This is an optimization exercise on Yosys and OpenROAD, whose aim is small area, not a production implementation. Function was not checked in any run shown here: the RTL went through the layout flow alone. No activity file was given, so power comes from the tool's default toggle rates.

File: run.sh
#!/bin/bash
# synth_recipe.tcl (not shown) runs the flow's synth.tcl, then flattens the netlist and writes it again
# the make line also repeats each setting of config.mk as NAME=value (left out here)
make -C /OpenROAD-flow-scripts/flow DESIGN_CONFIG=/design/flow/config.mk WORK_HOME=/design/flow/orfs CLKGATE_MAP_FILE= SYNTH_SCRIPT=/design/flow/synth_recipe.tcl finish
File: config.mk
export PLATFORM = sky130hd
export DESIGN_NAME = menu
export DESIGN_NICKNAME = menu
export VERILOG_FILES = /design/flow/design.v
export SDC_FILE = /design/flow/constraint.sdc
export NUM_CORES = 4
export LEC_CHECK = 0
export ABC_AREA = 1
export CAP_MARGIN = 20
export CORE_MARGIN = 2
export CORE_UTILIZATION = 40
export CTS_BUF_LIST = sky130_fd_sc_hd__clkbuf_4
export SLEW_MARGIN = 20
File: constraint.sdc
create_clock -name core_clock -period 25.0 [get_ports {CLOCK_50}]
set_input_delay 5.0000 -clock core_clock [delete_from_list [all_inputs] [get_ports {CLOCK_50}]]
set_output_delay 5.0000 -clock core_clock [all_outputs]
set_load 0.01 [all_outputs]
File: design.v
module jumpgame(CLOCK_50, reset, toggle, KEY, sel_prev,
                LEDR, LEDG, HEX0, HEX1, HEX2, HEX3, HEX4, HEX5, HEX6, HEX7,
                on, lost, dig0, dig1, dig4, dig5, hv_t, hv_o);
input CLOCK_50, reset, toggle, sel_prev;
input [3:0] KEY;
output reg [17:0] LEDR;
output reg [7:0] LEDG;
output reg [6:0] HEX0, HEX1, HEX2, HEX3, HEX4, HEX5, HEX6, HEX7;   
output reg lost;                           
output reg [3:0] dig0, dig1, dig4, dig5;
output [7:0] hv_t;    
output [3:0] hv_o;    
reg [6:0] clk_wall;
reg [3:0] wall_move;
reg [2:0] lvl;         
reg [11:0] clkrng;
reg visit, choose_wall;
reg [1:0] s_jump, l_jump;
reg [6:0] clk_s, clk_l;
reg [2:0] s_move;
reg [3:0] l_move;
reg loss;
reg [3:0] wo, ho;
reg [2:0] wt, ht;
reg k0, k1, k2;
output reg on;         
reg [6:0] clk_wall_n;
reg [3:0] wall_move_n;
reg [2:0] lvl_n;
reg [11:0] clkrng_n;
reg visit_n, choose_wall_n;
reg [1:0] s_jump_n, l_jump_n;
reg [6:0] clk_s_n, clk_l_n;
reg [2:0] s_move_n;
reg [3:0] l_move_n;
reg loss_n;
reg [3:0] wo_n, ho_n;
reg [2:0] wt_n, ht_n;
reg s_col, l_col;
reg wall_step, rng_wrap;
reg [1:0] choose_jump;
reg winz, hs_ge5, w_ge5;
reg [6:0] d_hex0, d_hex1, d_hex2, d_hex3, d_hex4, d_hex5, d_hex6, d_hex7;
reg [17:0] d_ledr;
reg [7:0] d_ledg;
always @* begin
	clk_wall_n = clk_wall; wall_move_n = wall_move; lvl_n = lvl; clkrng_n = clkrng;
	visit_n = visit; choose_wall_n = choose_wall;
	s_jump_n = s_jump; l_jump_n = l_jump; clk_s_n = clk_s; clk_l_n = clk_l;
	s_move_n = s_move; l_move_n = l_move; loss_n = loss;
	wt_n = wt; wo_n = wo;
	ht_n = ht; ho_n = ho;
	if (s_jump != 0) begin
		s_col = !(s_move >= 1 && s_move <= 4);
		l_col = 1;
	end else if (l_jump != 0) begin
		s_col = !(l_move >= 1 && l_move <= 5);
		l_col = !(l_move >= 2 && l_move <= 4);
	end else begin
		s_col = 1;
		l_col = 1;
	end
	d_hex0 = 7'b1111111; d_hex1 = 7'b1111111; d_hex2 = 7'b1111111; d_hex3 = 7'b1111111;
	d_hex4 = 7'b1111111; d_hex5 = 7'b1111111; d_hex6 = 7'b1111111; d_hex7 = 7'b1111111;
	if (loss == 0) clk_wall_n = clk_wall_n + 1;
	case(lvl)
		1: wall_step = (clk_wall_n >= 78);
		2: wall_step = (clk_wall_n >= 75);
		3: wall_step = (clk_wall_n >= 70);
		4: wall_step = (clk_wall_n >= 65);
		5: wall_step = (clk_wall_n >= 60);
		6: wall_step = (clk_wall_n >= 55);
		default: wall_step = (clk_wall_n >= 80);
	endcase
	if (wall_step) begin
		wall_move_n = wall_move_n + 1;    
		clk_wall_n = 0;
	end
	case(lvl)
		1: rng_wrap = (clkrng > 1500);
		2: rng_wrap = (clkrng > 1750);
		3: rng_wrap = (clkrng > 2500);
		4: rng_wrap = (clkrng > 3000);
		5: rng_wrap = (clkrng > 3500);
		6: rng_wrap = (clkrng > 4000);
		default: rng_wrap = (clkrng != 0);
	endcase
	clkrng_n = rng_wrap ? 12'd0 : clkrng + 1;
	if (visit) choose_wall_n = (clkrng > 1000);
	if (wt > 3 || (wt == 3 && wo != 0)) lvl_n = 6;
	else if (wt == 2 && wo == 5) lvl_n = 5;
	else if (wt == 2 && wo == 0) lvl_n = 4;
	else if (wt == 1 && wo == 5) lvl_n = 3;
	else if (wt == 1 && wo == 0) lvl_n = 2;
	else if (wt == 0 && wo == 5) lvl_n = 1;
	case(wall_move_n)
		0: d_hex0[2] = 0;
		1: d_hex0[4] = 0;
		2: d_hex1[2] = 0;
		3: d_hex1[4] = 0;
		4: d_hex2[2] = 0;
		5: d_hex2[4] = 0;
		6: d_hex3[2] = 0;
		7: d_hex3[4] = 0;
		8: d_hex4[2] = 0;
		9: d_hex4[4] = 0;
		10: d_hex5[2] = 0;
		11: d_hex5[4] = 0;
		12: d_hex6[2] = 0;
		13: d_hex6[4] = 0;
		14: d_hex7[2] = 0;
		15: d_hex7[4] = 0;
	endcase
	if (choose_wall_n) case(wall_move_n)
		0: d_hex0[1] = 0;
		1: d_hex0[5] = 0;
		2: d_hex1[1] = 0;
		3: d_hex1[5] = 0;
		4: d_hex2[1] = 0;
		5: d_hex2[5] = 0;
		6: d_hex3[1] = 0;
		7: d_hex3[5] = 0;
		8: d_hex4[1] = 0;
		9: d_hex4[5] = 0;
		10: d_hex5[1] = 0;
		11: d_hex5[5] = 0;
		12: d_hex6[1] = 0;
		13: d_hex6[5] = 0;
		14: d_hex7[1] = 0;
		15: d_hex7[5] = 0;
	endcase
	if (wall_move_n == 0) visit_n = 0;
	if (wall_move_n == 15) begin
		if (visit == 0) begin
			if (s_col || (choose_wall_n && l_col)) begin
				loss_n = 1;
			end else begin
				if (wo == 9) begin
					wt_n = wt + 1; wo_n = 0;
				end else begin
					wo_n = wo + 1;
				end
			end
		end
		visit_n = 1;
	end
	if (!k1 && s_jump_n == 0 && loss_n == 0 && l_jump_n == 0) s_jump_n = 1;
	if (!k2 && l_jump_n == 0 && loss_n == 0 && s_jump_n == 0) l_jump_n = 1;
	if (s_jump_n != 0) choose_jump = 1;
	else if (l_jump_n != 0) choose_jump = 2;
	else begin
		d_hex7[4] = 0;
		choose_jump = 0;
	end
	case(choose_jump)
		1: begin
			if (s_jump_n == 1) clk_s_n = clk_s_n + 1;
			if (clk_s_n > 100) begin
				s_move_n = s_move_n + 1;
				clk_s_n = 0;
			end
			if (s_move_n > 6) begin
				s_move_n = 0;
				s_jump_n = 2;
			end
			case(s_move_n)
				1, 2, 3, 4: if (loss_n == 0) d_hex7[5] = 0;
				default: d_hex7[4] = 0;
			endcase
			if (k1 && s_jump_n == 2) s_jump_n = 0;
		end
		2: begin
			if (l_jump_n == 1) clk_l_n = clk_l_n + 1;
			if (clk_l_n > 100) begin
				l_move_n = l_move_n + 1;
				clk_l_n = 0;
			end
			if (l_move_n > 9) begin
				l_move_n = 0;
				l_jump_n = 2;
			end
			case(l_move_n)
				1, 5: if (loss_n == 0) d_hex7[5] = 0;
				2, 3, 4: if (loss_n == 0) d_hex7[0] = 0;
				default: d_hex7[4] = 0;
			endcase
			if (k2 && l_jump_n == 2) l_jump_n = 0;
		end
		default: ;
	endcase
	if (!k0) begin
		wall_move_n = 0;
		s_move_n = 0;
		l_move_n = 0;
		s_jump_n = 0;
		l_jump_n = 0;
		loss_n = 0;
		wt_n = 0; wo_n = 0;
		visit_n = 0;
		choose_wall_n = 0;
		lvl_n = 0;
	end
	d_ledr = 18'd0;
	if (wo_n > 0) d_ledr[17] = 1;
	if (wo_n > 1) d_ledr[16] = 1;
	if (wo_n > 2) d_ledr[15] = 1;
	if (wo_n > 3) d_ledr[14] = 1;
	if (wo_n > 4) d_ledr[13] = 1;
	if (wo_n > 5) d_ledr[12] = 1;
	if (wo_n > 6) d_ledr[11] = 1;
	if (wo_n > 7) d_ledr[10] = 1;
	if (wo_n > 8) d_ledr[9] = 1;
	d_ledg = 8'd0;
	case(wt_n)
		1: d_ledg = 8'b10000000;
		2: d_ledg = 8'b11000000;
		3: d_ledg = 8'b11100000;
		4: d_ledg = 8'b11110000;
		5: d_ledg = 8'b11111000;
		default: ;
	endcase
	winz = (wt_n == 0 && wo_n == 0);
	if ({wt_n, wo_n} >= {ht, ho} && !winz) begin
		ht_n = wt_n; ho_n = wo_n;
		if (wall_move_n[2]) begin
			d_ledg[0] = 0; d_ledg[1] = 1; d_ledg[2] = 0;
		end else begin
			d_ledg[0] = 1; d_ledg[1] = 0; d_ledg[2] = 1;
		end
	end
	w_ge5 = (wt_n >= 5);
	hs_ge5 = (ht_n >= 5);
	if (loss_n) begin
		d_ledg = 8'b11111111;
		d_hex3 = 7'b0001001;
		d_hex2 = 7'b0110111;
	end
	lost = loss_n;
	dig4 = wo_n;
	dig5 = w_ge5 ? 4'd5 : {1'b0, wt_n};
	dig0 = ho_n;
	dig1 = hs_ge5 ? 4'd5 : {1'b0, ht_n};
	LEDR = d_ledr; LEDG = d_ledg;
	HEX0 = d_hex0; HEX1 = d_hex1; HEX2 = d_hex2; HEX3 = d_hex3;
	HEX4 = d_hex4; HEX5 = d_hex5; HEX6 = d_hex6; HEX7 = d_hex7;
end
assign hv_t = {5'd0, sel_prev ? ht : ht_n};
assign hv_o = sel_prev ? ho : ho_n;
always @(posedge CLOCK_50) begin
	if (reset) begin
		clk_wall <= 0; wall_move <= 0; lvl <= 0; clkrng <= 0;
		visit <= 0; choose_wall <= 0;
		s_jump <= 0; l_jump <= 0; clk_s <= 0; clk_l <= 0;
		s_move <= 0; l_move <= 0; loss <= 0;
		wt <= 0; wo <= 0;
		ht <= 0; ho <= 0;
		k0 <= 1; k1 <= 1; k2 <= 1;
		on <= 0;
	end else if (toggle) begin
		k0 <= KEY[0]; k1 <= KEY[1]; k2 <= KEY[2];
		on <= 1;
		if (on) begin
			clk_wall <= clk_wall_n; wall_move <= wall_move_n; lvl <= lvl_n; clkrng <= clkrng_n;
			visit <= visit_n; choose_wall <= choose_wall_n;
			s_jump <= s_jump_n; l_jump <= l_jump_n; clk_s <= clk_s_n; clk_l <= clk_l_n;
			s_move <= s_move_n; l_move <= l_move_n; loss <= loss_n;
			wt <= wt_n; wo <= wo_n;
			ht <= ht_n; ho <= ho_n;
		end
	end
end
endmodule
module zapsgame(CLOCK_50, reset, toggle, KEY, SW, sel_prev,
                LEDR, LEDG, dig0, dig1, dig4, dig5, on, hs_view);
input CLOCK_50, reset, toggle, sel_prev;
input [3:0] KEY;
input [17:0] SW;
output reg [17:0] LEDR;
output reg [7:0] LEDG;
output reg [3:0] dig0, dig1, dig4, dig5;    
output reg on;                               
output [3:0] hs_view;                        
reg [6:0] Q;
reg [5:0] th;           
reg [4:0] T;
reg lit, nxt;           
reg [4:0] win;          
reg [3:0] winnum, hs;
reg [19:0] winnum2, hs2;
reg [5:0] R;
reg [4:0] S;
reg fast;               
reg [3:0] gcode;        
reg k0, k1, swb;
reg [6:0] Q_n;
reg [5:0] th_n;
reg [4:0] T_n;
reg lit_n, nxt_n;
reg [4:0] win_n;
reg [3:0] winnum_n, hs_n;
reg [19:0] winnum2_n, hs2_n;
reg [5:0] R_n;
reg [4:0] S_n;
reg fast_n;
reg [3:0] gcode_n;
reg [6:0] Q1;
reg [5:0] R1;
reg [4:0] Tload;
integer i;
always @* begin
	Q_n = Q; th_n = th; T_n = T; lit_n = lit; nxt_n = nxt; win_n = win;
	winnum_n = winnum; hs_n = hs; winnum2_n = winnum2; hs2_n = hs2;
	R_n = R; S_n = S; fast_n = fast; gcode_n = gcode;
	Q1 = Q + 1;
	if (Q1 >= {th, 1'b0} && T > 0) begin
		if (lit == 0) T_n = T - 1;
		Q_n = 0;
	end else begin
		Q_n = Q1;
	end
	if (th > 20) th_n = 6'd40 - win;
	if (winnum > 9) begin
		winnum_n = 0;
		winnum2_n = winnum2 + 1;
	end
	if (winnum2 > hs2) begin
		hs_n = winnum;
		hs2_n = winnum2;
	end else if (winnum2 == hs2) begin
		if (winnum > hs && win > 0) begin
			hs_n = winnum;
			hs2_n = winnum2;
		end
	end
	R1 = R + 1;
	if (R1 >= (fast ? 6'd25 : 6'd45)) begin
		S_n = (win > 7) ? S + 1 : 5'd0;
		R_n = 0;
	end else begin
		R_n = R1;
	end
	fast_n = (win > 20);
	if (win > 0 && win < 8) gcode_n = win[3:0];
	if (win > 7 && S >= 1 && S <= 16) gcode_n = S - 1;
	if (!k1) lit_n = 1;
	if (!k0 && k1) begin
		lit_n = 0;
		nxt_n = 0;
	end
	if (T < 1) T_n = 18;
	if (S > 17) S_n = 1;
	if (T < 18 && swb && lit) begin
		if (nxt == 0) begin
			if (win != 31) win_n = win + 1;
			winnum_n = winnum + 1;
			nxt_n = 1;
		end
	end else if (lit) begin
		win_n = 0;
		winnum_n = 0;
		winnum2_n = 0;
		th_n = 40;
		gcode_n = 0;
	end
	dig4 = winnum;
	dig5 = winnum2 > 9 ? 4'd9 : winnum2[3:0];
	dig0 = hs;
	dig1 = hs2 > 9 ? 4'd9 : hs2[3:0];
	LEDR = 0;
	for (i = 0; i < 18; i = i + 1)
		if (T == i) LEDR[i] = 1;
	for (i = 0; i < 8; i = i + 1)
		LEDG[7-i] = (gcode_n >= 1 && gcode_n <= 8 && i < gcode_n) || (gcode_n >= 9 && i + 8 >= gcode_n);
	Tload = on ? T_n : T;
end
assign hs_view = sel_prev ? hs : hs_n;
always @(posedge CLOCK_50) begin
	if (reset) begin
		Q <= 0; th <= 40; T <= 18; lit <= 0; nxt <= 0; win <= 0;
		winnum <= 0; hs <= 0; winnum2 <= 0; hs2 <= 0;
		R <= 0; S <= 0; fast <= 0; gcode <= 0;
		k0 <= 1; k1 <= 1; swb <= 0;
		on <= 0;
	end else if (toggle) begin
		k0 <= KEY[0]; k1 <= KEY[1];
		swb <= (Tload < 18) ? SW[Tload] : 1'b0;
		on <= 1;
		if (on) begin
			Q <= Q_n; th <= th_n; T <= T_n; lit <= lit_n; nxt <= nxt_n; win <= win_n;
			winnum <= winnum_n; hs <= hs_n; winnum2 <= winnum2_n; hs2 <= hs2_n;
			R <= R_n; S <= S_n; fast <= fast_n; gcode <= gcode_n;
		end
	end
end
endmodule
module timegame(CLOCK_50, reset, toggle, KEY, sel_prev,
                LEDG, showval, showend, value, clks, clkms, d4, on, hv_t, hv_o);
input CLOCK_50, reset, toggle, sel_prev;
input [3:0] KEY;
output reg [7:0] LEDG;                        
output reg showval;                           
output reg showend;                           
output reg on;                                
output reg [7:0] hv_t;                        
output reg [3:0] hv_o;                        
parameter IDLE = 0, START = 1, TIMING = 2, END = 3;
reg [1:0] state;
reg game;
reg [3:0] rng;         
output reg [3:0] value;
reg [11:0] clk;
output reg [3:0] clkms;
output reg [4:0] clks;        
reg [7:0] wt, ht;
reg [3:0] wo, ho;
reg hinc;              
output reg [3:0] d4;          
wire wsmall = (wt == 0);                      
wire hit = ((clks == value && clkms < 5) || (clks == value - 1 && clkms >= 5));
always @(posedge CLOCK_50) begin
	if (reset) begin
		state <= IDLE; game <= 0; rng <= 0; value <= 0;
		clk <= 0; clkms <= 0; clks <= 0;
		wt <= 0; wo <= 0; ht <= 0; ho <= 0;
		hinc <= 0; d4 <= 0; on <= 0;
	end else if (toggle) begin
		on <= 1;
		rng <= (rng > 11) ? 4'd0 : rng + 1;
		case(state)
			IDLE: begin
				game <= 0;
				d4 <= wsmall ? wo : 4'd0;
				if (!KEY[2]) begin
					clk <= 0;
					value <= (rng >= 1 && rng <= 10) ? rng + 5 : 4'd5;
					state <= START;
				end
			end
			START: begin
				d4 <= wsmall ? wo : 4'd0;
				clk <= clk + 1;
				if (clk >= 4000) begin
					state <= TIMING;
					clk <= 0;
					clks <= 0;
					clkms <= 0;
				end
			end
			TIMING: begin
				if (wsmall) d4 <= wo;
				clk <= clk + 1;
				if (clk >= 100 && clkms < 10) begin
					clkms <= clkms + 1;
					clk <= 0;
				end
				if (clkms > 9) begin
					clks <= clks + 1;
					clkms <= 0;
				end
				if (clks > 19) begin
					state <= END;
					clks <= 0;
					clkms <= 0;
				end
				if (!KEY[1]) begin
					state <= END;
					clks <= clks;
					clkms <= clkms;
				end
			end
			END: begin
				if (wsmall) d4 <= wo;
				if (game == 0) begin
					game <= 1;
					if (hit) begin
						if (wo == 9) begin
							wt <= wt + 1; wo <= 0;
						end else begin
							wo <= wo + 1;
						end
					end else begin
						wt <= 0; wo <= 0;
					end
				end
				if (!KEY[2]) state <= IDLE;
			end
		endcase
		hinc <= 0;
		if ({wt, wo} >= {ht, ho}) begin
			ht <= wt; ho <= wo;
			hinc <= ({wt, wo} != {ht, ho});
		end
	end
end
always @* begin
	showval = (state == TIMING) || (state == END) || (state == START && clk != 0) || (state == IDLE && game);
	showend = (state == END || state == IDLE) && game;
	LEDG = 0;
	if (state == START && clk != 0) begin
		if (clk <= 1000) LEDG = 8'b11111111;
		else if (clk <= 2000) LEDG = 8'b11111100;
		else if (clk <= 3000) LEDG = 8'b11110000;
		else LEDG = 8'b11000000;
	end
	hv_t = ht; hv_o = ho;
	if (sel_prev && hinc) begin
		if (ho != 0) hv_o = ho - 1;
		else begin
			hv_o = 9;
			hv_t = ht - 1;
		end
	end
end
endmodule
module menu(CLOCK_50, LEDG, LEDR, KEY, SW, HEX0, HEX1, HEX2, HEX3, HEX4, HEX5, HEX6, HEX7, reset);
input reset;
input [3:0] KEY;
input [17:0] SW;
input CLOCK_50;
output reg [6:0] HEX0, HEX1, HEX2, HEX3, HEX4, HEX5, HEX6, HEX7;
output reg [7:0] LEDG;
output reg [17:0] LEDR;
parameter JUMP = 0, ZAPS = 1, BEAT = 2, TIME = 3;  
reg [1:0] state;
reg [1:0] game;        
reg menuon;
reg forset, backset;
reg left;              
wire [17:0] ledrj, ledrz;
wire [7:0] ledgj, ledgz, ledgt;
wire [6:0] rawj0, rawj1, rawj2, rawj3, rawj4, rawj5, rawj6, rawj7;
wire lostj;
wire [3:0] dj0, dj1, dj4, dj5, dz0, dz1, dz4, dz5;
wire jon, zon, ton, tval, tend;
wire [3:0] tvalue, tms, td4;
wire [4:0] tsec;
wire [7:0] hvj_t, hvt_t;
wire [3:0] hvj_o, hvt_o, hvz;
localparam [15:0] SA = 16'h0012, SB = 16'h0060, SC = 16'h0004, SD = 16'h0092,
                  SE = 16'hfeba, SF = 16'h008e, SG = 16'h0083;
function [6:0] seg;
	input [3:0] d;
	seg = {SG[d], SF[d], SE[d], SD[d], SC[d], SB[d], SA[d]};
endfunction
localparam [31:0] M0 = 32'haaaaaaaa, M1 = 32'h0cc330cc, M2 = 32'h0f03c0f0, M3 = 32'h300c0300;
function [3:0] mod10;
	input [4:0] x;
	mod10 = {M3[x], M2[x], M1[x], M0[x]};
endfunction
reg [7:0] hs_t;
reg [3:0] hs_o;
always @* begin
	case(state)
		JUMP: begin hs_t = hvj_t; hs_o = hvj_o; end
		ZAPS: begin hs_t = (hvz == 10) ? 8'd1 : 8'd0; hs_o = (hvz == 10) ? 4'd0 : hvz; end
		TIME: begin hs_t = hvt_t; hs_o = hvt_o; end
		default: begin hs_t = 0; hs_o = 0; end
	endcase
end
reg [6:0] r0, r1, r2, r3, r4, r5, r6, r7;
reg g0, g1, g2, g3, g4, g5, g6, g7, keep5;
reg [3:0] b0, b1, b2, b3, b4, b5, b6, b7;
reg [17:0] nledr;
reg [7:0] nledg;
always @* begin
	{r0, r1, r2, r3, r4, r5, r6, r7} = 0;
	{g0, g1, g2, g3, g4, g5, g6, g7} = 0;
	{b0, b1, b2, b3, b4, b5, b6, b7} = 0;
	keep5 = 0;
	nledr = 0; nledg = 0;
	if (menuon) begin
		case(state)
			JUMP: begin
				nledg = 8'b00001000;
				r3 = 7'b1110001; r2 = 7'b1000001; r1 = 7'b1001000; r0 = 7'b0001100;
			end
			ZAPS: begin
				nledg = 8'b00000100;
				r3 = 7'b0100100; r2 = 7'b0001000; r1 = 7'b0001100; r0 = 7'b0010010;
			end
			BEAT: begin
				nledg = 8'b00000010;
				r3 = 7'b0000000; r2 = 7'b0000110; r1 = 7'b0001000; r0 = 7'b1111000;
			end
			TIME: begin
				nledg = 8'b00000001;
				r3 = 7'b1111000; r2 = 7'b1111001; r1 = 7'b1001000; r0 = 7'b0000110;
			end
		endcase
		r7 = 7'b0001001;
		r6 = 7'b0110111;
		g4 = 1; b4 = hs_o;
		if (hs_t < 5) begin g5 = 1; b5 = hs_t[3:0]; end
		else keep5 = 1;
	end else begin
		case(game)
			JUMP: if (jon) begin
				nledg = ledgj; nledr = ledrj;
				r0 = rawj0; r1 = rawj1; r2 = rawj2; r3 = rawj3;
				r4 = rawj4; r5 = rawj5; r6 = rawj6; r7 = rawj7;
				g0 = lostj; g1 = lostj; g4 = lostj; g5 = lostj;
				b0 = dj0; b1 = dj1; b4 = dj4; b5 = dj5;
			end
			ZAPS: if (zon) begin
				nledg = ledgz; nledr = ledrz;
				g0 = 1; g1 = 1; g4 = 1; g5 = 1;
				b0 = dz0; b1 = dz1; b4 = dz4; b5 = dz5;
				r2 = 7'b0110111; r3 = 7'b0001001;
				r6 = 7'b0111111; r7 = 7'b0111111;
			end
			TIME: if (ton) begin
				nledg = ledgt;
				{g0, g1, g2, g3, g4, g5, g6, g7} = 8'b11111111;
				if (tend) begin
					g1 = 0; r1 = 7'b1111011;
					b0 = (tms > 9) ? 4'd0 : tms;
					b2 = (tsec >= 20) ? tsec - 20 : (tsec >= 10) ? tsec - 10 : tsec;
					b3 = (tsec >= 10) ? 4'd1 : 4'd0;
				end
				b4 = td4;
				if (tval) begin
					b6 = (tvalue >= 10) ? tvalue - 10 : tvalue;
					b7 = (tvalue >= 10) ? 4'd1 : 4'd0;
				end
			end
			default: ;
		endcase
	end
end
always @(posedge CLOCK_50) begin
	if(reset) begin
		forset <= 0; backset <= 0;
		state <= 0; game <= 0;
		menuon <= 1; left <= 0;
		HEX0 <= 0; HEX1 <= 0; HEX2 <= 0; HEX3 <= 0;
		HEX4 <= 0; HEX5 <= 0; HEX6 <= 0; HEX7 <= 0;
		LEDR <= 0;
		LEDG <= 0;
	end else begin
		left <= ~menuon;
		if(~KEY[3] && ~KEY[2] && ~KEY[1] && ~menuon) begin
			forset <= 1;
			backset <= 1;
			menuon <= 1;
		end
		if(KEY[1]) forset <= 0;
		if(KEY[2]) backset <= 0;
		LEDR <= nledr;
		LEDG <= nledg;
		HEX0 <= g0 ? seg(b0) : r0;
		HEX1 <= g1 ? seg(b1) : r1;
		HEX2 <= g2 ? seg(b2) : r2;
		HEX3 <= g3 ? seg(b3) : r3;
		HEX4 <= g4 ? seg(b4) : r4;
		if (!keep5) HEX5 <= g5 ? seg(b5) : r5;
		HEX6 <= g6 ? seg(b6) : r6;
		HEX7 <= g7 ? seg(b7) : r7;
		if(menuon) begin
			if(~KEY[2] && forset == 0 && backset == 0) begin  
				state <= state - 1;
				backset <= 1;
			end
			if(~KEY[1] && forset == 0 && backset == 0) begin  
				state <= state + 1;
				forset <= 1;
			end
			if(~KEY[0]) begin  
				menuon <= 0;
				game <= state;
			end
		end
	end
end
jumpgame runjump(.CLOCK_50(CLOCK_50), .reset(reset), .toggle(~menuon && game == JUMP), .KEY(KEY),
	.sel_prev(left && game == JUMP),
	.LEDR(ledrj), .LEDG(ledgj), .HEX0(rawj0), .HEX1(rawj1), .HEX2(rawj2), .HEX3(rawj3),
	.HEX4(rawj4), .HEX5(rawj5), .HEX6(rawj6), .HEX7(rawj7),
	.on(jon), .lost(lostj), .dig0(dj0), .dig1(dj1), .dig4(dj4), .dig5(dj5), .hv_t(hvj_t), .hv_o(hvj_o));
zapsgame runzaps(.CLOCK_50(CLOCK_50), .reset(reset), .toggle(~menuon && game == ZAPS), .KEY(KEY), .SW(SW),
	.sel_prev(left && game == ZAPS),
	.LEDR(ledrz), .LEDG(ledgz), .dig0(dz0), .dig1(dz1), .dig4(dz4), .dig5(dz5),
	.on(zon), .hs_view(hvz));
timegame runtime(.CLOCK_50(CLOCK_50), .reset(reset), .toggle(~menuon && game == TIME), .KEY(KEY),
	.sel_prev(left && game == TIME),
	.LEDG(ledgt), .showval(tval), .showend(tend), .value(tvalue), .clks(tsec), .clkms(tms), .d4(td4),
	.on(ton), .hv_t(hvt_t), .hv_o(hvt_o));
endmodule
==> impl_metrics.py, run 1 <==
metrics = {
    "floorplan": {
        "pin_count": 106,
        "num_rows": 82,
        "coreArea_um2": 49900,
        "die_w_um": 228,
        "dieHeight_um": 228,
        "start_util_pct": 40.3,
        "die_area_um2": 52100,
    },
    "routing": {
        "wl_per_cell_um": 15.7,
        "dr_wl_met3_um": 3280,
        "wl_um": 60100,
        "met2_length_um": 28200,
        "firstDrtPassIters": 5,
        "wl_met1_um": 26600,
        "maxUsedRoutingLayer": "met4",
        "dr_total_vias": 20144,
        "drt_iter0_drc": 1418,
        "drtAntennaViolNets": 0,
        "route.detailed.drc": 0,
        "viasPerCell": 5.27,
    },
    "synthesis": {
        "synth_edf_count": 0,
        "yosysWarnings": 4,
        "ys_seq_area_share_pct": 31.6,
        "synth-main-ff-cell": "dfxtp_1",
        "async_reset_ff_share_pct": 0,
        "ys_seq_elements": 317,
        "synth_area_per_cell_um2": 6.84,
        "synthCells": 2942,
        "ys_types": 66,
        "syn_area_um2": 20100,
        "syn_nets": 3127,
    },
    "critical_path": {
        "crit_type": "register to output pin",
        "path_cells": "clkdlybuf4s50_1",
        "critPathLaunchType": "register",
        "worst-path-buf-inv": 1,
        "arrival_ns": 1.80,
        "slowest_delay_ns": 0.56,
        "worstPathMaxFanout": 1,
        "crit_path_end_kind": "output pin",
        "path_delay_family": "buffers and inverters",
        "required_ns": 20.00,
        "slowest_stage": "clkdlybuf4s50_1",
    },
    "pwr": {
        "vdd_drop_max_mv": 0.0376,
        "power.total_mw": 1.19,
        "leakage_nw": 9.86,
        "swShare_pct": 28.4,
        "power_switching_mw": 0.337,
        "power.density_nw_per_um2": 51.6,
        "p_int_mw": 0.851,
        "p_clk_share_pct": 43.5,
        "pwr-share-comb_pct": 12.0,
        "pwr-share-seq_pct": 44.5,
    },
    "cells_and_area": {
        "layout_commonest_cell": "nand2_1",
        "drive_gt1_share_pct": 7.50,
        "synthToLayoutAreaGrowth_pct": 14.5,
        "stdcell_area_um2": 23000,
        "layout.nets": 3266,
        "layout_common_cells": "nand2_1 (559), inv_1 (427), dfxtp_1 (317)",
    },
    "placed_design": {
        "dpl-instance-area_um2": 21800,
        "post-place-ws_ns": 17.21,
        "place_congestion": 0.956,
        "port_buffers": 105,
        "hpwl_um": 45400,
    },
    "timing": {
        "skew_ns": 0.0661,
        "postLayoutSetupSlackWorst_ns": 18.20,
        "rsz0062_at_grt": "false",
        "slew_violations": 0,
        "setup_viol_count_final": 0,
        "tightest_slew_ns": 1.14,
        "clock.fmax_ghz": 0.147,
        "timing.final.crit_period_ns": 6.80,
        "hold_viol_final": 0,
        "slew_headroom_pct": 22.9,
        "hold_ws_ns": 0.469,
        "finalCritPeriodShare_pct": 27.2,
        "final.setup.tns_ns": 0,
    },
    "clock_tree": {
        "clkSinkCount": 317,
        "clk_latency_ns": 0.85,
        "cts_tree": "done",
        "numCtsBuffers": 91,
        "post_cts_buffers": 0,
        "path_clk_slew_ns": 0.07,
        "root_buffer": "clkbuf_4",
        "h-tree-depth": 3,
        "cts_hold_buf": 0,
        "clk_path_buf_depth": 3,
        "cts_resized": 0,
    },
    "flow_run": {
        "cap_violations": 0,
    },
    "global_routing": {
        "grt_max_degree": 67,
        "grt_pass1_vias": 19113,
        "antenna_found_initial": 2,
        "gr-total-overflow": 0,
        "gr-usage-all-layers_pct": 22.8,
        "grt_pass1_wl_um": 98100,
    },
    "run_status": {
        "status": "timing/DRC/antenna clean",
    },
    "hold_path": {
        "hp-class": "register to register",
    },
}
[cell families (layout without fill, tap and decap cells)]
family	Yosys count	after routing	synth area share, %
simple gates	1217	1217	27.0
fa+ha+maj	161	161	10.0
mux	1	1	0.0498
xor+xnor	47	47	2.05
buf+inv	513	717	9.71
compound gates	686	686	19.6
other cells	0	5	0
flops	317	317	31.6
[cell usage after synthesis, types with 6 or more instances]
library cell / count / share of area, %
nand2_2: 25 / 0.78
nor3b_1: 6 / 0.22
nand2_1: 559 / 10
inv_2: 8 / 0.15
clkbuf_1: 60 / 1.1
nand3b_1: 11 / 0.41
o211ai_1: 29 / 1.1
o21ai_0: 218 / 5.4
nor4_1: 17 / 0.53
xor2_1: 34 / 1.5
xnor2_1: 13 / 0.57
nor2_4: 6 / 0.34
clkinv_1: 6 / 0.11
nand4_1: 51 / 1.6
o21ai_2: 7 / 0.30
dfxtp_1: 317 / 32
or2_2: 8 / 0.25
nand3_1: 150 / 3.7
o311ai_0: 7 / 0.30
o31ai_1: 6 / 0.22
a21oi_1: 267 / 6.6
o22ai_1: 11 / 0.34
o21a_1: 7 / 0.26
a211oi_1: 38 / 1.4
nand3_2: 10 / 0.50
a31oi_1: 29 / 0.90
a32oi_1: 8 / 0.35
o21ai_1: 15 / 0.37
nand2_4: 7 / 0.39
ha_1: 161 / 10
inv_1: 428 / 8.0
nor3_1: 68 / 1.7
nor2_1: 278 / 5.2
[worst paths after layout]
kind	slack, ns	from	end	cells past startpoint
min	0.47	runjump.l_jump[0]	runjump.l_jump[0]	2
max	18.20	HEX1[3]	HEX1[3]	1
max reg2reg	18.93	runjump.clkrng[9]	HEX5[1]	35
min reg2reg	0.47	runjump.l_jump[0]	runjump.l_jump[0]	2
[sequential cells by signal (all words and copies together), names as in the netlist, 8 cells and up]
signal / count
runtime.ht: 8
runtime.clk: 12
runtime.wt: 8
runzaps.winnum2: 20
LEDR: 18
LEDG: 8
runzaps.hs2: 20
runjump.clkrng: 12
[metrics by stage]
step	std cells	utilization, %
3_3_place_gp	3660	43.7
5_1_grt	3823	46.2
3_5_place_dp	3660	43.7
6_report	3823	46.2
4_1_cts	3818	46.1
2_1_floorplan	2942	-
[layout make-up]
class                           count  area [µm²]
Inverter                          443        1670
Clock inverter                     34         272
Fill cell                        5194       26800
Sequential cell                   317        6350
Multi-Input combinational cell   2112       11800
Antenna cell                        5        12.5
Clock buffer                      124         931
Timing Repair Buffer              116        1130
Tap cell                          672         841
[layer usage]
metal / up-vias / GRT usage (%)
li1: 10172 / -
met1: 9241 / 29.0
met2: 598 / 38.7
met3: 133 / 4.14
met4: 0 / 8.25
met5: - / 0
[power groups by stage]
stage                     Clock, mW  Sequential, mW  Combinational [mW]
after floorplan                   0           0.540              0.0860
after global placement            0           0.540               0.140
after detailed placement          0           0.540               0.142
after CTS                     0.533           0.529               0.143
after global routing          0.561           0.530               0.158
final                         0.517           0.529               0.143
==> run 2: changes to the inputs <==
--- a/config.mk
+++ b/config.mk
@@ -9,5 +9,4 @@
 export CAP_MARGIN = 20
 export CORE_MARGIN = 2
 export CORE_UTILIZATION = 40
-export CTS_BUF_LIST = sky130_fd_sc_hd__clkbuf_4
 export SLEW_MARGIN = 20
==> impl_metrics.py, run 2 <==
metrics = {
    "synthesis": {
        "synth_area_per_cell_um2": 6.84,
        "ys_top_cells_by_count": "nand2_1 (559), inv_1 (428), dfxtp_1 (317)",
        "netlist.area_leader.share_pct": 31.6,
        "yosysTopAreaCell": "dfxtp_1",
        "synth_edf_count": 0,
        "synth-main-ff-cell": "dfxtp_1",
        "yosysMostFrequentCell": "nand2_1",
        "ys_types": 66,
        "syn_nets": 3127,
        "synthCells": 2942,
        "yosysWarnings": 4,
        "synthTopCellsByArea": "dfxtp_1 (32%), nand2_1 (10%), ha_1 (10%)",
        "syn_area_um2": 20100,
        "async_reset_ff_share_pct": 0,
        "ys_seq_elements": 317,
        "ys_seq_area_share_pct": 31.6,
    },
    "timing": {
        "clock.fmax_ghz": 0.142,
        "setup_viol_count_final": 0,
        "final.setup.tns_ns": 0,
        "skew_ns": 0.0331,
        "finalCritPeriodShare_pct": 28.1,
        "tightest_slew_ns": 1.14,
        "rsz0062_at_grt": "false",
        "slew_violations": 0,
        "slew_headroom_pct": 23.1,
        "hold_viol_final": 0,
        "timing.final.crit_period_ns": 7.02,
    },
    "global_routing": {
        "grt_max_degree": 67,
        "grt_pass1_wl_um": 97300,
        "gr-total-overflow": 0,
        "gr-usage-all-layers_pct": 22.6,
        "grt_pass1_vias": 18748,
        "antenna_found_initial": 0,
    },
    "critical_path": {
        "worstPathMaxFanout": 66,
        "reg2reg_from": "runjump.clkrng[9]",
        "crit_path_end_kind": "register",
        "slowest_stage": "inv_2",
        "critPathLaunchType": "primary input",
        "arrival_ns": 7.51,
        "crit_type": "primary input to register",
        "slowest_delay_ns": 0.67,
        "worst-path-buf-inv": 3,
        "path_delay_family": "buffers and inverters",
        "cp-startpoint": "reset",
        "path_cells": "buf_4 -> inv_2 -> buf_4 -> o21ai_0 -> nor2_1 -> o21ai_0 -> a31oi_1",
        "required_ns": 25.49,
    },
    "clock_tree": {
        "h-tree-depth": 2,
        "post_cts_buffers": 0,
        "path_clk_slew_ns": 0.06,
        "cts_tree": "done",
        "numCtsBuffers": 40,
        "clk_path_buf_depth": 3,
        "clk_latency_ns": 0.58,
        "clkSinkCount": 317,
        "cts_resized": 0,
        "cts_hold_buf": 0,
        "root_buffer": "clkbuf_16",
    },
    "floorplan": {
        "coreArea_um2": 49900,
        "die_w_um": 228,
        "dieHeight_um": 228,
        "pin_count": 106,
        "die_area_um2": 52100,
        "start_util_pct": 40.3,
        "num_rows": 82,
    },
    "cells_and_area": {
        "layout.nets": 3215,
        "synthToLayoutAreaGrowth_pct": 15.2,
        "insertedDiodeCount": 0,
        "layout_common_cells": "nand2_1 (559), inv_1 (427), dfxtp_1 (317)",
        "largest_registers": "runzaps.hs2: 20 flops, runzaps.winnum2: 20 flops, LEDR: 18 flops",
        "final_cells": 3733,
        "drive_gt1_share_pct": 5.49,
        "layout_commonest_cell": "nand2_1",
    },
    "run_status": {
        "status": "timing/DRC/antenna clean",
    },
    "routing": {
        "viasPerCell": 5.29,
        "wl_um": 59800,
        "firstDrtPassIters": 7,
        "drt_iter0_drc": 1405,
        "dr_total_vias": 19748,
        "wl_per_cell_um": 16.0,
        "drtAntennaViolNets": 0,
        "route.detailed.drc": 0,
    },
    "hold_path": {
        "min-delay-start": "runjump.l_jump[0]",
        "hp-class": "register to register",
    },
    "pwr": {
        "vdd_drop_max_mv": 0.0412,
        "leakage_nw": 9.83,
        "power.density_nw_per_um2": 54.7,
    },
    "flow_run": {
        "cap_violations": 0,
    },
    "placed_design": {
        "hpwl_um": 45400,
        "place_congestion": 0.956,
        "placed_cells": 3660,
        "port_buffers": 105,
    },
}
==> run 2: cell counts after synthesis <==
Identical to the previous run, type by type.
==> run 2: power by group <==
part | internal, mW | total, mW | switching (mW) | leakage [nW]
sequential | 0.519 | 0.529 | 0.00987 | 2.57
clock | 0.359 | 0.596 | 0.237 | 0.664
combinational | 0.0513 | 0.143 | 0.0920 | 6.60
==> run 2: layout make-up <==
cell class              instances  area (µm²)
well taps                     672         841
clock inverters                18         199
multi-input cells            2112       11800
flip-flops and latches        317        6350
fillers                      5125       26700
clock buffers                  55        1160
repair buffers                116        1130
inverters                     443        1670
==> run 2: metal layers <==
| metal | vias up | GRT usage (%) | routed length (µm) |
|---|---|---|---|
| met1 | 9117 | 29.1 | 26500 |
| li1 | 10006 | - | - |
| met3 | 109 | 2.73 | 3110 |
| met2 | 516 | 38.9 | 28300 |
| met5 | - | 0 | 0 |
| met4 | 0 | 8.07 | 1880 |
==> run 2: worst reg2reg max path: cells and delay by family, from the launching register on <==
| family | cells | cell delay [ns] |
|---|---|---|
| AO/OA/AOI/OAI | 14 | 2.27 |
| adder cells (fa/ha/maj) | 2 | 0.59 |
| buffers and inverters | 3 | 0.56 |
| flip-flops | 1 | 0.49 |
| AND/OR/NAND/NOR | 16 | 2.11 |
==> run 2: kinds of logic (layout without fill, tap and decap cells) <==
logic type / count (synthesis) / after routing / share of synthesized area, %
AND/OR/NAND/NOR: 1217 / 1217 / 27.0
AO/OA/AOI/OAI: 686 / 686 / 19.6
buffers and inverters: 513 / 632 / 9.71
flip-flops: 317 / 317 / 31.6
adder cells (fa/ha/maj): 161 / 161 / 10.0
XOR/XNOR: 47 / 47 / 2.05
multiplexers: 1 / 1 / 0.0498
==> run 2: path summary, 6_finish.rpt <==
check,to,slack (ns),depth (start not counted)
min,runjump.l_jump[0],0.47,2
max reg2reg,HEX5[1],18.95,35
min reg2reg,runjump.l_jump[0],0.47,2
max,runtime.wt[4],17.98,7
==> run 2: metrics by stage <==
step | setup slack (ns) | util [%] | total power [mW] | area, µm² | hold WS [ns]
floorplan | 18.72 | - | 0.626 | 20100 | 0.430
global placement | 17.31 | 43.7 | 0.680 | 21800 | 0.453
detailed placement | 17.21 | 43.7 | 0.682 | 21800 | 0.457
CTS | 17.80 | 46.5 | 1.28 | 23200 | 0.467
global route | 17.76 | 46.5 | 1.32 | 23200 | 0.485
finish | 17.98 | 46.5 | 1.27 | 23200 | 0.467
==> run 3: changes to the inputs <==
--- a/config.mk
+++ b/config.mk
@@ -9,4 +9,6 @@
 export CAP_MARGIN = 20
 export CORE_MARGIN = 2
 export CORE_UTILIZATION = 40
+export CTS_CLUSTER_DIAMETER = 150
+export CTS_CLUSTER_SIZE = 22
 export SLEW_MARGIN = 20
==> impl_metrics.py, run 3 <==
metrics = {
    "run_status": {
        "status": "timing/DRC/antenna clean",
    },
    "placed_design": {
        "place_congestion": 0.956,
        "dpl-instance-area_um2": 21800,
        "hpwl_um": 45400,
        "port_buffers": 105,
        "post-place-ws_ns": 17.21,
    },
    "clock_tree": {
        "root_buffer": "clkbuf_16",
        "clkSinkCount": 317,
        "path_clk_slew_ns": 0.09,
        "clk_path_buf_depth": 3,
        "h-tree-depth": 1,
        "numCtsBuffers": 18,
        "cts_resized": 0,
        "post_cts_buffers": 0,
        "cts_hold_buf": 0,
        "clk_latency_ns": 0.56,
        "cts_tree": "done",
    },
    "timing": {
        "slew_headroom_pct": 23.3,
        "postLayoutSetupSlackWorst_ns": 17.95,
        "finalCritPeriodShare_pct": 28.2,
        "hold_viol_final": 0,
        "timing.final.crit_period_ns": 7.05,
        "clock.fmax_ghz": 0.142,
        "rsz0062_at_grt": "false",
        "slew_violations": 0,
        "final.setup.tns_ns": 0,
        "skew_ns": 0.0416,
        "setup_viol_count_final": 0,
        "tightest_slew_ns": 1.14,
    },
    "cells_and_area": {
        "insertedDiodeCount": 0,
        "synthToLayoutAreaGrowth_pct": 10.9,
        "stdcell_area_um2": 22300,
        "layout_commonest_cell": "nand2_1",
        "layout_common_cells": "nand2_1 (559), inv_1 (427), dfxtp_1 (317)",
        "drive_gt1_share_pct": 4.06,
        "largest_registers": "runzaps.hs2: 20 flops, runzaps.winnum2: 20 flops, LEDR: 18 flops",
        "layout.nets": 3193,
    },
    "synthesis": {
        "ys_types": 66,
        "synthTopCellsByArea": "dfxtp_1 (32%), nand2_1 (10%), ha_1 (10%)",
        "ys_top_cells_by_count": "nand2_1 (559), inv_1 (428), dfxtp_1 (317)",
        "ys_seq_area_share_pct": 31.6,
        "synth-main-ff-cell": "dfxtp_1",
        "syn_area_um2": 20100,
        "netlist.area_leader.share_pct": 31.6,
        "synth_edf_count": 0,
        "synth_area_per_cell_um2": 6.84,
        "syn_nets": 3127,
        "ys_seq_elements": 317,
        "yosysMostFrequentCell": "nand2_1",
        "async_reset_ff_share_pct": 0,
        "yosysTopAreaCell": "dfxtp_1",
        "synthCells": 2942,
        "yosysWarnings": 4,
    },
    "critical_path": {
        "crit_path_end_kind": "register",
        "crit_type": "primary input to register",
        "path_delay_family": "buffers and inverters",
        "slowest_stage": "inv_2",
        "worstReg2RegEnd": "HEX5[1]",
        "crit_cells": 7,
        "r2r_slack_ns": 18.99,
        "arrival_ns": 7.53,
        "required_ns": 25.48,
        "path_cells": "buf_4 -> inv_2 -> buf_4 -> o21ai_0 -> nor2_1 -> o21ai_0 -> a31oi_1",
        "reg2reg_from": "runjump.clkrng[9]",
        "slowest_delay_ns": 0.67,
        "worstPathMaxFanout": 66,
        "worst-path-buf-inv": 3,
        "critPathLaunchType": "primary input",
        "r2r_cells": 35,
    },
    "floorplan": {
        "die_area_um2": 52100,
        "start_util_pct": 40.3,
        "die_w_um": 228,
        "num_rows": 82,
        "dieHeight_um": 228,
        "pin_count": 106,
        "coreArea_um2": 49900,
    },
    "hold_path": {
        "min-delay-start": "runjump.l_jump[0]",
        "hp-class": "register to register",
        "hold_depth": 2,
        "hold_end": "runjump.l_jump[0]",
    },
    "routing": {
        "viasPerCell": 5.31,
        "drt_iter0_drc": 1443,
        "wl_per_cell_um": 16.1,
        "drtAntennaViolNets": 0,
        "dr_total_vias": 19558,
        "wl_um": 59100,
        "firstDrtPassIters": 9,
        "route.detailed.drc": 0,
    },
    "global_routing": {
        "antenna_found_initial": 0,
        "gr-usage-all-layers_pct": 22.2,
        "grt_max_degree": 67,
        "grt_pass1_wl_um": 96200,
        "grt_pass1_vias": 18488,
        "gr-total-overflow": 0,
    },
    "pwr": {
        "power.total_mw": 0.985,
        "vdd_drop_max_mv": 0.0385,
        "leakage_nw": 9.40,
        "power.density_nw_per_um2": 44.2,
    },
    "flow_run": {
        "cap_violations": 0,
    },
}
-- run 3: cell count changes in the layout (fill, tap and decap cells not counted), sizes merged --
cell,delta
clkinv,-6
clkinvlp,-3
clkbuf,-37
bufinv,-3
inv,-4
-- run 3: worst register-to-register path, delay by kind of cell (launching register included) --
family / cells / cell delay (ns)
compound gates: 14 / 2.27
simple gates: 16 / 2.07
buf+inv: 3 / 0.55
flops: 1 / 0.50
fa+ha+maj: 2 / 0.59
-- run 3: logic make-up (layout without fill, tap and decap cells) --
kind of cell / after synthesis / count (layout) / share of synthesized area [%]
buffers and inverters: 513 / 579 / 9.71
DFF: 317 / 317 / 31.6
adders and majority gates: 161 / 161 / 10.0
and+or+nand+nor: 1217 / 1217 / 27.0
AOI/OAI and AO/OA: 686 / 686 / 19.6
xor gates and xnor gates: 47 / 47 / 2.05
muxes: 1 / 1 / 0.0498
-- run 3: metrics by stage --
| step | hold WS [ns] | utilization [%] | cells |
|---|---|---|---|
| finish | 0.471 | 44.7 | 3680 |
| detailed placement | 0.457 | 43.7 | 3660 |
| CTS | 0.472 | 44.7 | 3680 |
| global placement | 0.453 | 43.7 | 3660 |
| floorplan | 0.430 | - | 2942 |
| global route | 0.492 | 44.7 | 3680 |
-- run 3: how the worst max path moves through the flow --
stage / endpoint / slack, ns / start
2_1_floorplan: runjump.k0 / 18.72 / reset
3_3_place_gp: runzaps.th[4] / 17.31 / reset
3_5_place_dp: runzaps.winnum2[18] / 17.21 / reset
4_1_cts: runzaps.winnum2[18] / 17.79 / reset
5_1_grt: runtime.wt[4] / 17.76 / reset
6_report: runtime.wt[4] / 17.95 / reset
-- run 3: final cells by class --
cell class                      instances  area (µm²)
Multi-Input combinational cell       2112       11800
Clock inverter                          2        32.5
Inverter                              443        1670
Clock buffer                           18         450
Timing Repair Buffer                  116        1130
Fill cell                            5201       27600
Tap cell                              672         841
Sequential cell                       317        6350
-- run 3: metal layers --
layer / vias to the layer above / GRT usage [%] / part of all wire [%]
li1: 9910 / - / -
met2: 497 / 38.6 / 47
met1: 9064 / 29.3 / 45
met4: 0 / 5.98 / 2.7
met5: - / 0 / 0
met3: 87 / 2.15 / 5.1
-- run 3: where the power goes --
group	switching [mW]	internal (mW)
registers	0.00994	0.518
logic	0.0919	0.0513
clock network	0.181	0.132
==> run 4: changes to the inputs <==
--- a/config.mk
+++ b/config.mk
@@ -8,7 +8,7 @@
 export ABC_AREA = 1
 export CAP_MARGIN = 20
 export CORE_MARGIN = 2
-export CORE_UTILIZATION = 40
+export CORE_UTILIZATION = 70
 export CTS_CLUSTER_DIAMETER = 150
-export CTS_CLUSTER_SIZE = 22
+export CTS_CLUSTER_SIZE = 30
 export SLEW_MARGIN = 20
==> impl_metrics.py, run 4 <==
metrics = {
    "cells_and_area": {
        "fin_util_pct": 76.7,
        "drive_gt1_share_pct": 3.89,
        "layout_common_cells": "nand2_1 (559), inv_1 (427), dfxtp_1 (317)",
        "insertedDiodeCount": 0,
        "synthToLayoutAreaGrowth_pct": 8.56,
        "layout.nets": 3189,
        "fill_cells": 2257,
        "layout_commonest_cell": "nand2_1",
        "largest_registers": "runzaps.hs2: 20 flops, runzaps.winnum2: 20 flops, LEDR: 18 flops",
    },
    "clock_tree": {
        "clk_path_buf_depth": 3,
        "cts_tree": "done",
        "clkSinkCount": 317,
        "root_buffer": "clkbuf_16",
        "post_cts_buffers": 0,
        "cts_resized": 0,
        "cts_hold_buf": 0,
        "numCtsBuffers": 14,
        "path_clk_slew_ns": 0.12,
        "clk_latency_ns": 0.53,
        "h-tree-depth": 1,
    },
    "synthesis": {
        "ys_types": 66,
        "syn_area_um2": 20100,
        "yosysMostFrequentCell": "nand2_1",
        "synth-main-ff-cell": "dfxtp_1",
        "synthTopCellsByArea": "dfxtp_1 (32%), nand2_1 (10%), ha_1 (10%)",
        "ys_seq_elements": 317,
        "ys_seq_area_share_pct": 31.6,
        "syn_nets": 3127,
        "synth_edf_count": 0,
        "yosysTopAreaCell": "dfxtp_1",
        "synth_area_per_cell_um2": 6.84,
        "ys_top_cells_by_count": "nand2_1 (559), inv_1 (428), dfxtp_1 (317)",
        "async_reset_ff_share_pct": 0,
        "netlist.area_leader.share_pct": 31.6,
        "synthCells": 2942,
        "yosysWarnings": 4,
    },
    "timing": {
        "hold_viol_final": 0,
        "skew_ns": 0.0398,
        "final.setup.tns_ns": 0,
        "setup_viol_count_final": 0,
        "hold_ws_ns": 0.470,
        "clock.fmax_ghz": 0.146,
        "rsz0062_at_grt": "false",
        "slew_headroom_pct": 31.6,
        "finalCritPeriodShare_pct": 27.3,
        "slew_violations": 0,
        "timing.final.crit_period_ns": 6.83,
        "postLayoutSetupSlackWorst_ns": 18.17,
        "tightest_slew_ns": 1.03,
    },
    "routing": {
        "viasPerCell": 6.05,
        "dr_total_vias": 20487,
        "drtAntennaViolNets": 0,
        "wl_um": 57100,
        "route.detailed.drc": 0,
        "drt_iter0_drc": 1848,
        "wl_per_cell_um": 16.8,
        "firstDrtPassIters": 6,
    },
    "floorplan": {
        "dieHeight_um": 174,
        "start_util_pct": 70.6,
        "pin_count": 106,
        "num_rows": 62,
        "die_area_um2": 30100,
        "coreArea_um2": 28500,
        "die_w_um": 174,
    },
    "hold_path": {
        "hp-class": "register to register",
    },
    "critical_path": {
        "crit_path_end_kind": "register",
        "crit_type": "primary input to register",
        "worstPathMaxFanout": 90,
        "arrival_ns": 7.28,
        "required_ns": 25.46,
        "critPathLaunchType": "primary input",
    },
    "placed_design": {
        "hpwl_um": 43400,
        "post-place-ws_ns": 17.75,
        "port_buffers": 105,
        "place_congestion": 0.993,
    },
    "global_routing": {
        "gr-total-overflow": 0,
        "gr-usage-all-layers_pct": 36.8,
        "grt_max_degree": 91,
        "antenna_found_initial": 0,
        "grt_pass1_wl_um": 92900,
        "grt_pass1_vias": 19340,
    },
    "pwr": {
        "vdd_drop_max_mv": 0.0510,
        "power.density_nw_per_um2": 43.3,
        "power.total_mw": 0.946,
        "leakage_nw": 9.36,
    },
    "flow_run": {
        "cap_violations": 0,
    },
    "run_status": {
        "status": "timing/DRC/antenna clean",
    },
}
-- run 4: cell counts after synthesis --
Identical to the previous run, type by type.
-- run 4: power by group --
part	switching [mW]	total, mW	internal, mW
Sequential	0.00991	0.528	0.519
Combinational	0.0921	0.143	0.0514
Clock	0.164	0.275	0.110
-- run 4: routing by layer --
layer	global-route usage, %	up-vias	wire length [µm]
met5	0	-	0
li1	-	9892	-
met3	5.24	165	4660
met1	45.9	9499	22800
met4	16.1	0	2440
met2	63.3	931	27100
-- run 4: logic make-up after synthesis --
group           count (synthesis)  synth area share (%)
simple gates                 1217                  27.0
compound gates                686                  19.6
buf+inv                       513                  9.71
flops                         317                  31.6
fa+ha+maj                     161                  10.0
xor+xnor                       47                  2.05
mux                             1                0.0498
-- run 4: final timing paths --
| path | startpoint | endpoint | slack [ns] | depth (start not counted) |
|---|---|---|---|---|
| max | reset | runtime.wt[4] | 18.17 | 7 |
| min | runtime.d4[2] | runtime.d4[2] | 0.47 | 2 |
| max reg2reg | runjump.clkrng[10] | HEX5[1] | 19.13 | 35 |
| min reg2reg | runtime.d4[2] | runtime.d4[2] | 0.47 | 2 |
-- run 4: cell type report --
type                       count  area [µm²]  share of cell area (%)
timing repair buffer         116        1130                    5.18
sequential                   317        6350                    29.1
clock buffer                  15         375                    1.72
clock inverter                 2        17.5                  0.0802
multi-input combinational   2112       11800                    54.1
tap                          384         480                    2.20
inverter                     443        1670                    7.64
-- run 4: metrics by stage --
step / area, µm² / std cells
CTS: 21800 / 3389
finish: 21800 / 3389
detailed placement: 21400 / 3372
global route: 21800 / 3389
floorplan: 20100 / 2942
global placement: 21400 / 3372
-- run 4: worst max-delay path: stages --
cell     delay (ns)
buf_4          0.28
inv_2          0.25
buf_4          0.72
o21ai_0        0.46
nor2_1         0.17
o21ai_0        0.09
a31oi_1        0.14
==> run 5: changes to the inputs <==
--- a/config.mk
+++ b/config.mk
@@ -8,7 +8,7 @@
 export ABC_AREA = 1
 export CAP_MARGIN = 20
 export CORE_MARGIN = 2
-export CORE_UTILIZATION = 70
-export CTS_CLUSTER_DIAMETER = 150
-export CTS_CLUSTER_SIZE = 30
+export CORE_UTILIZATION = 40
+export CTS_CLUSTER_DIAMETER = 100
+export CTS_CLUSTER_SIZE = 26
 export SLEW_MARGIN = 20
==> impl_metrics.py, run 5 <==
metrics = {
    "run_status": {
        "status": "timing/DRC/antenna clean",
    },
    "routing": {
        "firstDrtPassIters": 6,
        "wl_per_cell_um": 16.1,
        "drt_iter0_drc": 1468,
        "dr_total_vias": 19530,
        "route.detailed.drc": 0,
        "viasPerCell": 5.30,
        "wl_um": 59100,
        "drtAntennaViolNets": 0,
    },
    "cells_and_area": {
        "layout_common_cells": "nand2_1 (559), inv_1 (427), dfxtp_1 (317)",
        "fin_util_pct": 44.8,
        "insertedDiodeCount": 0,
        "largest_registers": "runzaps.hs2: 20 flops, runzaps.winnum2: 20 flops, LEDR: 18 flops",
        "final_cells": 3683,
        "layout.nets": 3192,
        "drive_gt1_share_pct": 4.15,
        "synthToLayoutAreaGrowth_pct": 11.0,
        "layout_commonest_cell": "nand2_1",
        "stdcell_area_um2": 22300,
    },
    "placed_design": {
        "port_buffers": 105,
        "place_congestion": 0.956,
        "placed_cells": 3660,
        "dpl-instance-area_um2": 21800,
        "hpwl_um": 45400,
    },
    "critical_path": {
        "reg2reg_from": "runjump.clkrng[9]",
        "arrival_ns": 7.51,
        "path_delay_family": "buffers and inverters",
        "crit_type": "primary input to register",
        "r2r_slack_ns": 19.00,
        "r2r_cells": 35,
        "worstPathMaxFanout": 66,
        "path_cells": "buf_4 -> inv_2 -> buf_4 -> o21ai_0 -> nor2_1 -> o21ai_0 -> a31oi_1",
        "critPathLaunchType": "primary input",
        "crit_path_end_kind": "register",
        "worst-path-buf-inv": 3,
        "slowest_stage": "inv_2",
        "required_ns": 25.47,
        "worstReg2RegEnd": "HEX5[1]",
        "slowest_delay_ns": 0.67,
    },
    "pwr": {
        "leakage_nw": 9.42,
        "power.density_nw_per_um2": 44.7,
        "vdd_drop_max_mv": 0.0322,
    },
    "hold_path": {
        "hold_end": "runjump.l_jump[0]",
        "min-delay-start": "runjump.l_jump[0]",
        "hold_depth": 2,
        "hp-class": "register to register",
    },
    "timing": {
        "final.setup.tns_ns": 0,
        "slew_violations": 0,
        "setup_viol_count_final": 0,
        "clock.fmax_ghz": 0.142,
        "rsz0062_at_grt": "false",
        "hold_viol_final": 0,
        "slew_headroom_pct": 22.9,
        "hold_ws_ns": 0.473,
        "finalCritPeriodShare_pct": 28.2,
        "tightest_slew_ns": 1.14,
        "skew_ns": 0.0371,
        "timing.final.crit_period_ns": 7.04,
    },
    "clock_tree": {
        "h-tree-depth": 1,
        "clkSinkCount": 317,
        "clk_path_buf_depth": 3,
        "numCtsBuffers": 17,
        "cts_tree": "done",
        "cts_hold_buf": 0,
        "cts_resized": 0,
        "post_cts_buffers": 0,
        "clk_latency_ns": 0.55,
        "root_buffer": "clkbuf_16",
        "path_clk_slew_ns": 0.10,
    },
    "floorplan": {
        "die_area_um2": 52100,
        "start_util_pct": 40.3,
        "coreArea_um2": 49900,
        "pin_count": 106,
        "num_rows": 82,
        "dieHeight_um": 228,
        "die_w_um": 228,
    },
    "synthesis": {
        "synth_area_per_cell_um2": 6.84,
        "synth_edf_count": 0,
        "yosysMostFrequentCell": "nand2_1",
        "async_reset_ff_share_pct": 0,
        "ys_types": 66,
        "ys_seq_elements": 317,
        "ys_seq_area_share_pct": 31.6,
        "syn_area_um2": 20100,
        "yosysTopAreaCell": "dfxtp_1",
        "syn_nets": 3127,
        "netlist.area_leader.share_pct": 31.6,
        "synthCells": 2942,
        "ys_top_cells_by_count": "nand2_1 (559), inv_1 (428), dfxtp_1 (317)",
        "yosysWarnings": 4,
        "synth-main-ff-cell": "dfxtp_1",
        "synthTopCellsByArea": "dfxtp_1 (32%), nand2_1 (10%), ha_1 (10%)",
    },
    "global_routing": {
        "grt_pass1_vias": 18440,
        "gr-total-overflow": 0,
        "grt_max_degree": 67,
        "grt_pass1_wl_um": 96000,
        "gr-usage-all-layers_pct": 22.2,
        "antenna_found_initial": 0,
    },
    "flow_run": {
        "cap_violations": 0,
    },
}
[run 5: cell types whose count changed in the layout (fill, tap and decap cells not counted)]
cell       before  now
o21ai_1        15   14
o21ai_2         7    8
o41ai_2         0    1
clkbuf_8        0    1
bufinv_16       0    1
o41ai_1         2    1
clkbuf_16      15   17
inv_16          0    1
inv_8           0    1
[run 5: per-layer routing]
layer,share of wire (%),GRT usage [%],vias to the layer above
met5,0,0,-
met4,2.6,6.60,0
met3,4.3,2.13,82
met2,47,38.4,450
met1,46,29.1,9078
li1,-,-,9920
[run 5: worst register-to-register path, delay by kind of cell (launching register included)]
family                   cells  cell delay (ns)
buffers and inverters        3             0.55
AO/OA/AOI/OAI               14             2.26
flip-flops                   1             0.49
adder cells (fa/ha/maj)      2             0.58
AND/OR/NAND/NOR             16             2.06
[run 5: area by class of cell]
class | count | area, µm²
fill | 5193 | 27500
multi-input combinational | 2112 | 11800
sequential | 317 | 6350
inverter | 443 | 1670
timing repair buffer | 116 | 1130
tap | 672 | 841
clock buffer | 18 | 439
clock inverter | 5 | 78.8
[run 5: power breakdown]
group	switching, mW	internal, mW	total, mW
logic	0.0918	0.0513	0.143
registers	0.00982	0.518	0.528
clock network	0.186	0.142	0.328
total	0.287	0.712	0.999
[run 5: worst max-delay path by stage]
stage,start,endpoint,cells after the start
5_1_grt,reset,runtime.wt[4],7
6_report,reset,runtime.wt[4],7
4_1_cts,reset,runzaps.winnum2[13],6
2_1_floorplan,reset,runjump.k0,6
3_3_place_gp,reset,runzaps.th[4],6
3_5_place_dp,reset,runzaps.winnum2[18],6
[run 5: through the flow]
step,worst slack [ns],power (mW)
2_1_floorplan,18.72,0.626
3_3_place_gp,17.31,0.680
3_5_place_dp,17.21,0.682
4_1_cts,17.79,1.01
5_1_grt,17.75,1.04
6_report,17.96,0.999
[run 5: kinds of logic after synthesis]
group | synth area share (%)
simple gates | 27.0
compound gates | 19.6
buf+inv | 9.71
flops | 31.6
fa+ha+maj | 10.0
xor+xnor | 2.05
mux | 0.0498
==> run 6: changes to the inputs <==
==> flow/run.sh (new file) <==
#!/bin/bash
# The standard layout, except that the port buffers use the smallest buffer cell.
set -e
export BUFFER_PORTS_ARGS="-buffer_cell sky130_fd_sc_hd__buf_1"
bash standard.sh > standard.log 2>&1
==> standard.sh (new file) <==
#!/bin/bash
# synth_recipe.tcl (not shown) runs the flow's synth.tcl, then flattens the netlist and writes it again
# the make line also repeats each setting of config.mk as NAME=value (left out here)
make -C /OpenROAD-flow-scripts/flow DESIGN_CONFIG=/design/flow/config.mk WORK_HOME=/design/flow/orfs CLKGATE_MAP_FILE= SYNTH_SCRIPT=/design/flow/synth_recipe.tcl "${@:-finish}"
--- a/config.mk
+++ b/config.mk
@@ -9,6 +9,6 @@
 export CAP_MARGIN = 20
 export CORE_MARGIN = 2
 export CORE_UTILIZATION = 40
-export CTS_CLUSTER_DIAMETER = 100
-export CTS_CLUSTER_SIZE = 26
+export CTS_CLUSTER_DIAMETER = 150
+export CTS_CLUSTER_SIZE = 22
 export SLEW_MARGIN = 20
removed: run.sh
==> impl_metrics.py, run 6 <==
metrics = {
    "timing": {
        "tightest_slew_ns": 1.02,
        "slew_violations": 0,
        "setup_viol_count_final": 0,
        "hold_viol_final": 0,
        "finalCritPeriodShare_pct": 27.3,
        "final.setup.tns_ns": 0,
        "hold_ws_ns": 0.474,
        "clock.fmax_ghz": 0.146,
        "skew_ns": 0.0293,
        "timing.final.crit_period_ns": 6.83,
        "rsz0062_at_grt": "false",
        "slew_headroom_pct": 31.0,
        "postLayoutSetupSlackWorst_ns": 18.17,
    },
    "synthesis": {
        "yosysWarnings": 4,
        "ys_seq_area_share_pct": 31.6,
        "ys_top_cells_by_count": "nand2_1 (559), inv_1 (428), dfxtp_1 (317)",
        "synth-main-ff-cell": "dfxtp_1",
        "netlist.area_leader.share_pct": 31.6,
        "ys_seq_elements": 317,
        "yosysTopAreaCell": "dfxtp_1",
        "syn_area_um2": 20100,
        "synth_edf_count": 0,
        "yosysMostFrequentCell": "nand2_1",
        "ys_types": 66,
        "syn_nets": 3127,
        "synthTopCellsByArea": "dfxtp_1 (32%), nand2_1 (10%), ha_1 (10%)",
        "synth_area_per_cell_um2": 6.84,
        "synthCells": 2942,
        "async_reset_ff_share_pct": 0,
    },
    "routing": {
        "wl_um": 58500,
        "dr_total_vias": 19546,
        "drtAntennaViolNets": 0,
        "wl_met1_um": 27100,
        "wl_per_cell_um": 15.9,
        "dr_wl_met3_um": 2560,
        "viasPerCell": 5.31,
        "firstDrtPassIters": 5,
        "route.detailed.drc": 0,
        "met2_length_um": 27200,
        "maxUsedRoutingLayer": "met4",
        "drt_iter0_drc": 1380,
    },
    "floorplan": {
        "die_area_um2": 52100,
        "pin_count": 106,
        "num_rows": 82,
        "dieHeight_um": 228,
        "start_util_pct": 40.3,
        "die_w_um": 228,
        "coreArea_um2": 49900,
    },
    "critical_path": {
        "worstPathMaxFanout": 62,
        "r2r_cells": 35,
        "slowest_stage": "buf_4",
        "arrival_ns": 7.31,
        "crit_type": "primary input to register",
        "path_cells": "clkbuf_4 -> inv_2 -> buf_4 -> buf_4 -> o21ai_0 -> nor2_1 -> o21ai_0 -> a31oi_1",
        "required_ns": 25.48,
        "crit_path_end_kind": "register",
        "critPathLaunchType": "primary input",
        "slowest_delay_ns": 0.59,
    },
    "global_routing": {
        "gr-total-overflow": 0,
        "grt_pass1_wl_um": 94000,
        "grt_pass1_vias": 18387,
        "antenna_found_initial": 0,
        "grt_max_degree": 77,
        "gr-usage-all-layers_pct": 21.8,
    },
    "clock_tree": {
        "cts_resized": 0,
        "clkSinkCount": 317,
        "clk_path_buf_depth": 3,
        "clk_latency_ns": 0.55,
        "cts_hold_buf": 0,
        "cts_tree": "done",
        "post_cts_buffers": 0,
        "root_buffer": "clkbuf_16",
        "path_clk_slew_ns": 0.10,
        "numCtsBuffers": 18,
        "h-tree-depth": 1,
    },
    "cells_and_area": {
        "fin_util_pct": 43.4,
        "drive_gt1_share_pct": 4.09,
        "layout_commonest_cell": "nand2_1",
        "layout_common_cells": "nand2_1 (559), inv_1 (427), dfxtp_1 (317)",
        "stdcell_area_um2": 21700,
        "largest_registers": "runzaps.hs2: 20 flops, runzaps.winnum2: 20 flops, LEDR: 18 flops",
        "layout.nets": 3195,
        "synthToLayoutAreaGrowth_pct": 7.70,
        "insertedDiodeCount": 0,
        "final_cells": 3682,
    },
    "placed_design": {
        "placed_cells": 3662,
        "post-place-ws_ns": 17.64,
        "place_congestion": 0.920,
        "port_buffers": 105,
        "dpl-instance-area_um2": 21200,
        "hpwl_um": 45400,
    },
    "pwr": {
        "vdd_drop_max_mv": 0.0348,
        "leakage_nw": 9.17,
        "power.density_nw_per_um2": 45.1,
        "power.total_mw": 0.976,
    },
    "run_status": {
        "status": "timing/DRC/antenna clean",
    },
    "hold_path": {
        "hp-class": "register to register",
        "hold_depth": 2,
    },
    "flow_run": {
        "cap_violations": 0,
    },
}
-- run 6: cell families (layout without fill, tap and decap cells) --
group | count (synthesis) | count (layout) | share of synthesized area, %
AND/OR/NAND/NOR | 1217 | 1217 | 27.0
AO/OA/AOI/OAI | 686 | 686 | 19.6
buffers and inverters | 513 | 581 | 9.71
flip-flops | 317 | 317 | 31.6
adder cells (fa/ha/maj) | 161 | 161 | 10.0
XOR/XNOR | 47 | 47 | 2.05
multiplexers | 1 | 1 | 0.0498
-- run 6: worst max-delay path: cells and delay by family --
kind | cells | cell delay [ns]
compound gates | 3 | 0.62
buf+inv | 4 | 1.44
simple gates | 1 | 0.18
-- run 6: area by class of cell --
| cell class | count | area [µm²] |
|---|---|---|
| Inverter | 443 | 1670 |
| Tap cell | 672 | 841 |
| Clock buffer | 19 | 475 |
| Clock inverter | 1 | 16.3 |
| Timing Repair Buffer | 118 | 495 |
| Multi-Input combinational cell | 2112 | 11800 |
| Fill cell | 5220 | 28200 |
| Sequential cell | 317 | 6350 |
-- run 6: layer usage --
metal | GRT usage [%] | vias up
li1 | - | 9909
met1 | 28.8 | 9084
met3 | 2.20 | 87
met4 | 6.88 | 0
met2 | 37.2 | 466
met5 | 0 | -
-- run 6: final timing paths --
check                                      endpoint                 from  slack (ns)
worst min-delay path            runjump.choose_wall  runjump.choose_wall        0.47
worst min register to register  runjump.choose_wall  runjump.choose_wall        0.47
worst max-delay path                  runtime.wt[4]                reset       18.17
worst max register to register              HEX5[1]    runjump.clkrng[9]       19.06
-- run 6: where the power goes --
part,total (mW),switching [mW],leakage [nW],internal [mW]
combinational,0.130,0.0910,6.36,0.0385
sequential,0.528,0.0102,2.57,0.518
clock,0.318,0.181,0.241,0.137
total,0.976,0.282,9.17,0.694

## what the ideal ports hide
Ports are ideal in the flow. The routed layouts listed here were re-timed in OpenROAD.
Step 1, drivers: a clkbuf_16 drives CLOCK_50 and a buf_2 each remaining input, both assumed.
Step 2, shift: input delay + t, output delay - t, t = (earliest + latest rising clock arrival at the registers) / 2. This alone moves slack from input paths to output paths.
a / b / c = no drivers / after step 1 / after step 2; a / b = the first two.
run	t, ns	setup slack, ns
run 1	0.870	18.197 / 18.147 / 17.367
run 2	0.615	17.977 / 18.012 / 17.397
run 3	0.592	17.953 / 17.989 / 17.397
run 4	0.569	18.172 / 18.197 / 17.629
run 5	0.587	17.961 / 17.997 / 17.410
run 6	0.593	18.167 / 18.202 / 17.609
After both steps setup and hold are still met in every run listed.
